Context: an optimization exercise on an open-source flow, tuned for small area. The choices shown serve that exercise and are no tape-out recipe.
In this exercise RTL edits were held to simulation tests only and were not proved equivalent to the original.
Power and IR drop assume default switching activity.

Setup of lane 1:
// LDST_SEQUENCER
module LDST_SEQUENCER (
    input           clock,
    input           clock_enable,
    input           reset,
    output  [15:0]  instruction_bus_address,
    input   [12:0]  instruction_bus_data,
    output  [7:0]   io_bus_address,
    output  [7:0]   io_bus_data_out,
    input   [7:0]   io_bus_data_in,
    output          io_bus_out,
    output          io_bus_in
);
    wire    [11:0]  ins = instruction_bus_data[11:0];
    wire    [7:0]   d   = ins[7:0];
    wire    transfer    = ~ins[11] & ~ins[10];
    wire    load        = transfer & ~ins[8];
    wire    store       = transfer &  ins[8];
    wire    ld_bus      = load & ~ins[9];
    wire    subroutine  = ~ins[11] & ins[10];
    wire    call        = subroutine & ~ins[8];
    wire    ret         = subroutine &  ins[8];
    wire    internal    = ~|d[7:2];
    wire    sel_a       = internal & (d[1:0] == 2'd0);
    wire    sel_b       = internal & (d[1:0] == 2'd1);
    wire    sel_f       = internal & (d[1:0] == 2'd2);
    wire    sel_alu     = internal & (d[1:0] == 2'd3);
    wire    ex_store    = clock_enable & store;
    wire    ex_load     = clock_enable & load;
    reg     [7:0]   work;
    reg     [7:0]   reg_a;
    reg     [7:0]   reg_b;
    reg     [7:0]   alu_op;
    reg             flag_o, flag_c, flag_z;
    reg     [15:0]  pc;
  ...
Size: roughly 740 cells after synthesis, about 58 I/O pins.
clock: 3.5 ns
lec_check: 0
cap_margin: 20
core_margin: 2
core_utilization: 40
setup_slack_margin: 0.1
slew_margin: 20
standard.sh (not shown) runs the stock make flow with config.mk's settings and CLKGATE_MAP_FILE= SYNTH_SCRIPT=/design/flow/synth_recipe.tcl, a recipe that flattens the netlist after the stock synthesis.
==> flow/flow/run.sh <==
#!/bin/bash
# Own layout flow: the standard ORFS flow, with an area-oriented synthesis
# (no full/half-adder extraction, an area-mapping ABC script), small port
# buffers and a clock tree without dummy loads. Each tool's output goes to a
# log of its own in this folder.
set -euo pipefail
W=$(pwd)
F=$W/flow

# Synthesis script: ORFS's synth.tcl with the ABC script swapped for ours.
sed -e "s|log_cmd abc {\*}\$abc_args|log_cmd abc -script $F/area.abc {*}[lrange \$abc_args 2 end]|" \
    "$FLOW_HOME/scripts/synth.tcl" > "$W/own_synth_body.tcl"
grep -q "area.abc" "$W/own_synth_body.tcl"
sed -e "s|\$::env(SCRIPTS_DIR)/synth.tcl|$W/own_synth_body.tcl|" synth_recipe.tcl > "$W/own_synth.tcl"
grep -q own_synth_body "$W/own_synth.tcl"

# standard.sh with our synthesis script and extra knobs.
# flow/knobs.txt: one extra make variable assignment per line.
EXTRA="ADDER_MAP_FILE="
while IFS= read -r line; do
  [[ -z "$line" || "$line" == \#* ]] && continue
  EXTRA="$EXTRA '$line'"
done < "$F/knobs.txt"
sed -e "s|SYNTH_SCRIPT=[^ ]*|SYNTH_SCRIPT=$W/own_synth.tcl $EXTRA|" standard.sh > "$W/own_standard.sh"
grep -q own_synth "$W/own_standard.sh"

bash "$W/own_standard.sh" finish > "$W/flow_make.log" 2>&1
==> flow/flow/area.abc <==
strash; dch -f; map -D 3000; topo; stime -c; buffer -p; upsize -D 3000; dnsize -D 3000
==> flow/flow/knobs.txt <==
BUFFER_PORTS_ARGS=-buffer_cell sky130_fd_sc_hd__buf_1
CTS_ARGS=-sink_clustering_enable -repair_clock_nets -dont_use_dummy_load -buf_list sky130_fd_sc_hd__clkbuf_4
Looking at the reports, lane 1 completed the entire flow and the layout it produced met the timing, DRC and antenna checks.
Input changes introduced in lane 2 (baseline for comparison: lane 1):
- setting GPL_TIMING_DRIVEN to 0 for the first time
==> flow/flow/area.abc <==
strash
dch -f
map -a
amap
topo
stime -c
### Flow results
Of the two values seen for slowest stage cell on the critical path, or4_1 was produced by lane 2 and dfrtp_1 by lane 1. Final total power | lane 2 above lane 1. In lane 2, minimum period implied by the final worst setup slack is higher than in lane 1. Comparing final cell count for lane 1 and lane 2, the smaller number came from lane 2. Summary — met2 usage in global routing, lane 2 relative to lane 1: lower, by 0.24 points. Lane 2 vs lane 1: overall routed net length down by a few percent. Summary: with lane 1 as the reference, power density of the placed cells in lane 2 moved up slightly. Of lane 1 and lane 2, lane 1 shows the higher total routing usage reported by global routing, with lane 2 below it. Critical path data required time is lower on lane 1.
diff inputs: lane 2 => lane 3
==> flow/flow/area.abc <==
strash; dch -f; map -D 4000; topo; stime -c; buffer -p; upsize -D 4000; dnsize -D 4000
Findings:
- As far as combinational share of power is concerned, lane 2 and lane 3 perform about the same.
- Lane 3 against lane 2; number of global-route vias before repair is up by a little under 10%.
- Final clock period utilization by the worst path for lane 3: 7.7 points down relative to lane 2
- Measured against each other, lane 2 and lane 3 differ in antenna diode instance count, the lower figure coming from lane 2.
- Lane 2 vs lane 3, endpoint of the most critical setup path: flag_z vs work[6]
- Taking lane 2 as the reference, in lane 3 summed instance area of the synthesized netlist grew by 260 µm²; final-layout clock-cell area share held steady.
[inputs] lane 4 vs lane 3
==> flow/flow/area.abc <==
strash; dch -f; map -D 3000; topo; stime -c; buffer -p; upsize -D 3000; dnsize -D 3000
==> summary.txt <==
Reported for lane 3 and lane 4, total of buffers placed on input and output ports turned out identical to the last digit. Remaining global-route overflow delta (lane 4 -> lane 3): insignificant. As far as final critical-path share of the clock period goes, lane 3 and lane 4 are indistinguishable; the numbers are identical. Area of the placeable core: lane 4 vs lane 3, no meaningful difference. Summary of lane 4 over lane 3: share of final-layout standard cells stronger than drive strength 1 held, number of logic stages on the critical path including buffering level, power density over cell area was more or less identical, setup slack ~0 delta. Changes observed in lane 4 relative to lane 3: sequential cell area in the final layout held steady, top fanout value on the critical path held steady.


Setup of run A:
The RTL this note starts from:
==> flow/design.v <==
module LDST_SEQUENCER (
    input           clock,
    input           clock_enable,
    input           reset,
    output  [15:0]  instruction_bus_address,
    input   [12:0]  instruction_bus_data,
    output  [7:0]   io_bus_address,
    output  [7:0]   io_bus_data_out,
    input   [7:0]   io_bus_data_in,
    output          io_bus_out,
    output          io_bus_in
);
    wire    [11:0]  ins = instruction_bus_data[11:0];
    wire    [7:0]   d   = ins[7:0];
    wire    transfer    = ~ins[11] & ~ins[10];
    wire    load        = transfer & ~ins[8];
    wire    store       = transfer &  ins[8];
    wire    ld_bus      = load & ~ins[9];
    wire    subroutine  = ~ins[11] & ins[10];
    wire    call        = subroutine & ~ins[8];
    wire    ret         = subroutine &  ins[8];
    wire    internal    = ~|d[7:2];
    wire    sel_a       = internal & (d[1:0] == 2'd0);
    wire    sel_b       = internal & (d[1:0] == 2'd1);
    wire    sel_f       = internal & (d[1:0] == 2'd2);
    wire    sel_alu     = internal & (d[1:0] == 2'd3);
    wire    ex_store    = clock_enable & store;
    wire    ex_load     = clock_enable & load;
    reg     [7:0]   work;
    reg     [7:0]   reg_a;
    reg     [7:0]   reg_b;
    reg     [7:0]   alu_op;
    reg             flag_o, flag_c, flag_z;
    reg     [15:0]  pc;
    wire    [7:0]   op2     = alu_op[3] ? {8{alu_op[1]}} : (reg_b ^ {8{alu_op[1]}});
    wire            cin     = alu_op[1] ? ~(alu_op[0] & ~flag_c) : (alu_op[0] & flag_c);
    wire    [7:0]   g       = reg_a & op2;
    wire    [7:0]   p       = reg_a ^ op2;
    wire    [8:0]   c;
    assign  c[0] = cin;
    genvar  i;
    generate
        for (i = 0; i < 8; i = i + 2) begin : carry_chain
            wire    gg = g[i+1] | (p[i+1] & g[i]);
            wire    pp = p[i+1] & p[i];
            assign  c[i+1] = g[i] | (p[i] & c[i]);
            assign  c[i+2] = gg | (pp & c[i]);
        end
    endgenerate
    wire    [2:0]   fn      = alu_op[7:5];
    wire            sel_p   = (fn == 3'b001) | (fn == 3'b010) | (fn == 3'b100);
    wire            sel_g   = (fn == 3'b000) | (fn == 3'b001);
    wire            is_add  = (fn == 3'b100);
    wire            is_shl  = (fn == 3'b101);
    wire            is_shr  = fn[2] & fn[1];
    wire    [7:0]   inv     = {8{alu_op[2]}};
    wire    [7:0]   pre_res   = ({8{sel_p}} & p) ^ inv;
    wire    [7:0]   k         = ({8{sel_g}} & g) | ({8{is_add}} & c[7:0]);
    wire    [7:0]   shl_res   = {reg_a[6:0], cin};
    wire    [7:0]   shr_res   = {cin | (alu_op[5] & reg_a[7]), reg_a[7:1]};
    wire    [7:0]   sh_res    = (is_shl ? shl_res : shr_res) ^ inv;
    wire            is_sh     = is_shl | is_shr;
    wire    [7:0]   alu_res   = is_sh ? sh_res : (pre_res ^ k);
    wire            c_out   = is_add ? c[8] : (is_shl ? reg_a[7] : (is_shr ? reg_a[0] : flag_c));
    wire            o_out   = is_add ? (~(reg_a[7] ^ op2[7]) & (reg_a[7] ^ p[7] ^ c[7])) : flag_o;
    wire            z_out   = ~|alu_res;
    wire    [7:0]   int_data =  ({8{sel_a}} & reg_a)
                              | ({8{sel_b}} & reg_b)
                              | ({8{sel_f}} & {5'd0, flag_o, flag_c, flag_z});
    wire    [7:0]   load_data = ins[9] ? d : (internal ? int_data : io_bus_data_in);
    wire            ld_alu    = ex_load & ~ins[9] & sel_alu;
    always @(posedge clock, posedge reset) begin
        if (reset)
            work <= 8'h00;
        else if (ld_alu)
            work <= alu_res;
        else if (ex_load)
            work <= load_data;
    end
    always @(posedge clock, posedge reset) begin
        if (reset) begin
            reg_a  <= 8'h00;
            reg_b  <= 8'h00;
            alu_op <= 8'h00;
        end else begin
            if (ex_store & sel_a)   reg_a  <= work;
            if (ex_store & sel_b)   reg_b  <= work;
            if (ex_store & sel_alu) alu_op <= work;
        end
    end
    always @(posedge clock, posedge reset) begin
        if (reset)
            {flag_o, flag_c, flag_z} <= 3'b000;
        else if (ex_store & sel_f)
            {flag_o, flag_c, flag_z} <= work[2:0];
        else if (ld_alu)
            {flag_o, flag_c, flag_z} <= {o_out, c_out, z_out};
    end
    reg     [15:0]  st0, st1, st2, st3;
    reg     [3:0]   valid;
    wire            push    = clock_enable & call;
    wire            pop     = clock_enable & ret;
    wire    [15:0]  pc_inc  = pc + {15'd0, clock_enable};
    wire            hold    = ~push & ~pop;
    always @(posedge clock) begin
        st0 <= ({16{push}} & pc_inc) | ({16{pop}} & st1) | ({16{hold}} & st0);
        st1 <= ({16{push}} & st0)    | ({16{pop}} & st2) | ({16{hold}} & st1);
        st2 <= ({16{push}} & st1)    | ({16{pop}} & st3) | ({16{hold}} & st2);
        if (push)
            st3 <= st2;
    end
    always @(posedge clock, posedge reset) begin
        if (reset)
            valid <= 4'd0;
        else if (push)
            valid <= {valid[2:0], 1'b1};
        else if (pop)
            valid <= {1'b0, valid[3:1]};
    end
    wire    taken   = ins[11] & (~|ins[10:8] | |(ins[10:8] & {flag_o, flag_c, flag_z}));
    wire    [15:0]  ret_addr = valid[0] ? st0 : 16'h0000;
    always @(posedge clock, posedge reset) begin
        if (reset)
            pc <= 16'h0000;
        else if (clock_enable & ret)
            pc <= ret_addr;
        else if (clock_enable & (call | taken))
            pc <= {work, d};
        else
            pc <= pc_inc;
    end
    assign  instruction_bus_address = pc;
    assign  io_bus_address          = d;
    assign  io_bus_data_out         = work;
    assign  io_bus_out              = store;
    assign  io_bus_in               = ld_bus;
endmodule
==> flow/config.mk <==
export PLATFORM = sky130hd
export DESIGN_NAME = LDST_SEQUENCER
export DESIGN_NICKNAME = LDST_SEQUENCER
export VERILOG_FILES = /design/flow/design.v
export SDC_FILE = /design/flow/constraint.sdc
export NUM_CORES = 4
export LEC_CHECK = 0
export CAP_MARGIN = 20
export CORE_MARGIN = 2
export CORE_UTILIZATION = 40
export GPL_TIMING_DRIVEN = 0
export SETUP_SLACK_MARGIN = 0.1
export SLEW_MARGIN = 20
==> flow/constraint.sdc <==
create_clock -name core_clock -period 3.5 [get_ports {clock}]
set_input_delay 0.7000 -clock core_clock [delete_from_list [all_inputs] [get_ports {clock}]]
set_output_delay 0.7000 -clock core_clock [all_outputs]
set_load 0.01 [all_outputs]
==> flow/flow/area.abc <==
strash
dch -f
map -D 3000
topo
stime -c
buffer -p
upsize -D 3000
dnsize -D 3000
==> flow/flow/knobs.txt <==
BUFFER_PORTS_ARGS=-buffer_cell sky130_fd_sc_hd__buf_1
CTS_ARGS=-sink_clustering_enable -repair_clock_nets -dont_use_dummy_load -buf_list sky130_fd_sc_hd__clkbuf_8 -sink_clustering_size 30 -sink_clustering_max_diameter 100
Scripts as last shown in full above: flow/flow/run.sh
In summary, run A completed successfully, with a layout that passed the timing, DRC and antenna checks.
Inputs modified between run A and run B:
==> flow/flow/knobs.txt <==
BUFFER_PORTS_ARGS=-buffer_cell sky130_fd_sc_hd__buf_1
CTS_ARGS=-sink_clustering_enable -repair_clock_nets -dont_use_dummy_load -buf_list sky130_fd_sc_hd__clkbuf_4 -sink_clustering_size 12 -sink_clustering_max_diameter 60
==> summary.txt <==
Every run (run B and run A) finished clean. Wire length of run B is on par with run A. Summary — met3 wirelength from detailed routing, run B relative to run A: lower, by about 2.5%. Looking only at internal power component, and setting everything else aside, the higher value of run B and run A goes to run A. Relative to run A, number of vias in the routed layout decreased by 33 in run B. Looking at total power, run B sits 7.1% lower than run A does. Per the comparison of run B with run A, global routing usage on met3 was more or less identical; number of nets in the layout barely changed; clock network power lower; count of antenna diodes in the layout now sits higher; cell area after layout -about 1.7%.
Input-level comparison between run C and run B:
==> flow/flow/area.abc <==
strash
&get -n
&dch -f
&nf -R 1000
&put
topo
buffer -p
upsize -D 3000
dnsize -D 3000
==> flow/flow/knobs.txt <==
BUFFER_PORTS_ARGS=-buffer_cell sky130_fd_sc_hd__buf_1
CTS_ARGS=-sink_clustering_enable -repair_clock_nets -dont_use_dummy_load -buf_list sky130_fd_sc_hd__clkbuf_4
Findings:
For run C, the capture point of the worst path was flag_z, unlike run B, where it was work[6].
The layout multi-input combinational cell count number comes out lower for run C vs run B.
Re layout overhead on the synthesized area: run C is 0.45 points down on run B.
Looking at synthesized area, run C sits 1.2% below run B.
Cmp run B and run C / clock share of power / lower: run C
Average vias per placed instance (run C vs. run B) increases by a few percent
The number of non-clock buffers in the layout in run C is 1.06 times that in run B.
Changes observed in run C relative to run B: clock buffer instance count of the final layout essentially unchanged; net count of the finished layout now smaller; met2 layer usage reported by global route decreased by 5.7 points relative to the old numbers.
In run C, the number of instances in the synthesized netlist came out 18% below the value in run B.
The following lists how run D was set up differently from run C:
==> flow/flow/area.abc <==
strash
dch -f
amap
topo
stime -c
buffer -p
upsize -D 3000
dnsize -D 3000
--- outcome ---
Going from run C to run D, the routed length on met3 was found to have gone down by 30%.
Between run D and run C, it is run D whose global routing usage on met3 is lower, by 1.8 points.
Compared with run C, run D shows sum of internal, switching and leakage power lower by 89 uW.
Routing usage on met1 in run D vs run C: down 1.5 points
On post-synthesis instance area: run D sits below run C.
Compared run D vs run C, and wire length of the first global-routing pass is up in run D.
Run D vs run C on proportion of power drawn by the clock network: run D is the higher one.
Diff run C -> run D | area fraction in compound gates after synthesis | increase of 7.6 points
Run D vs run C: area share of fa/ha/maj cells after synthesis down
Going from run C to run D, the total cell area at the placement stage was found to have gone down by 81 um^2.

[port drivers added, routing unchanged]
How much do the figures lean on ideal ports? The routed layouts below were timed once more, with nothing changed but the port constraints.
Step 1 assumes that a clkbuf_16 drives the clock port and a buf_2 every other input.
Step 2 also shifts input and output timing later by t, the mid clock arrival at the registers, as if the neighbouring blocks saw the same clock.
Slacks: ideal ports / drivers / drivers and shift; pairs: ideal ports / drivers.
run | t, ns | setup slack, ns | clock arrival spread, ns | worst register clock-pin slew, ns | worst data-port slew with drivers (ns)
lane 1 | 0.534 | 0.510 / 0.510 / 0.133 | 0.048 / 0.048 | 0.11 / 0.11 | 0.03
lane 2 | 0.522 | 0.105 / 0.116 / -0.406 | 0.035 / 0.035 | 0.11 / 0.11 | 0.03
lane 3 | 0.563 | 0.376 / 0.376 / -0.130 | 0.046 / 0.046 | 0.12 / 0.12 | 0.04
lane 4 | 0.563 | 0.376 / 0.376 / -0.130 | 0.046 / 0.046 | 0.12 / 0.12 | 0.04
run A | 0.465 | 0.339 / 0.339 / -0.084 | 0.028 / 0.028 | 0.08 / 0.08 | 0.04
run B | 0.563 | 0.376 / 0.376 / -0.130 | 0.046 / 0.046 | 0.12 / 0.12 | 0.04
run C | 0.546 | 0.272 / 0.272 / -0.058 | 0.042 / 0.043 | 0.11 / 0.11 | 0.04
run D | 0.534 | 0.056 / 0.056 / -0.115 | 0.030 / 0.030 | 0.10 / 0.10 | 0.04
Met with ideal ports but missed after step 2: setup timing in 7 of these runs. The setup slack of lane 2, which loses most, moves by +0.011 ns with the drivers and by -0.511 ns with both steps.
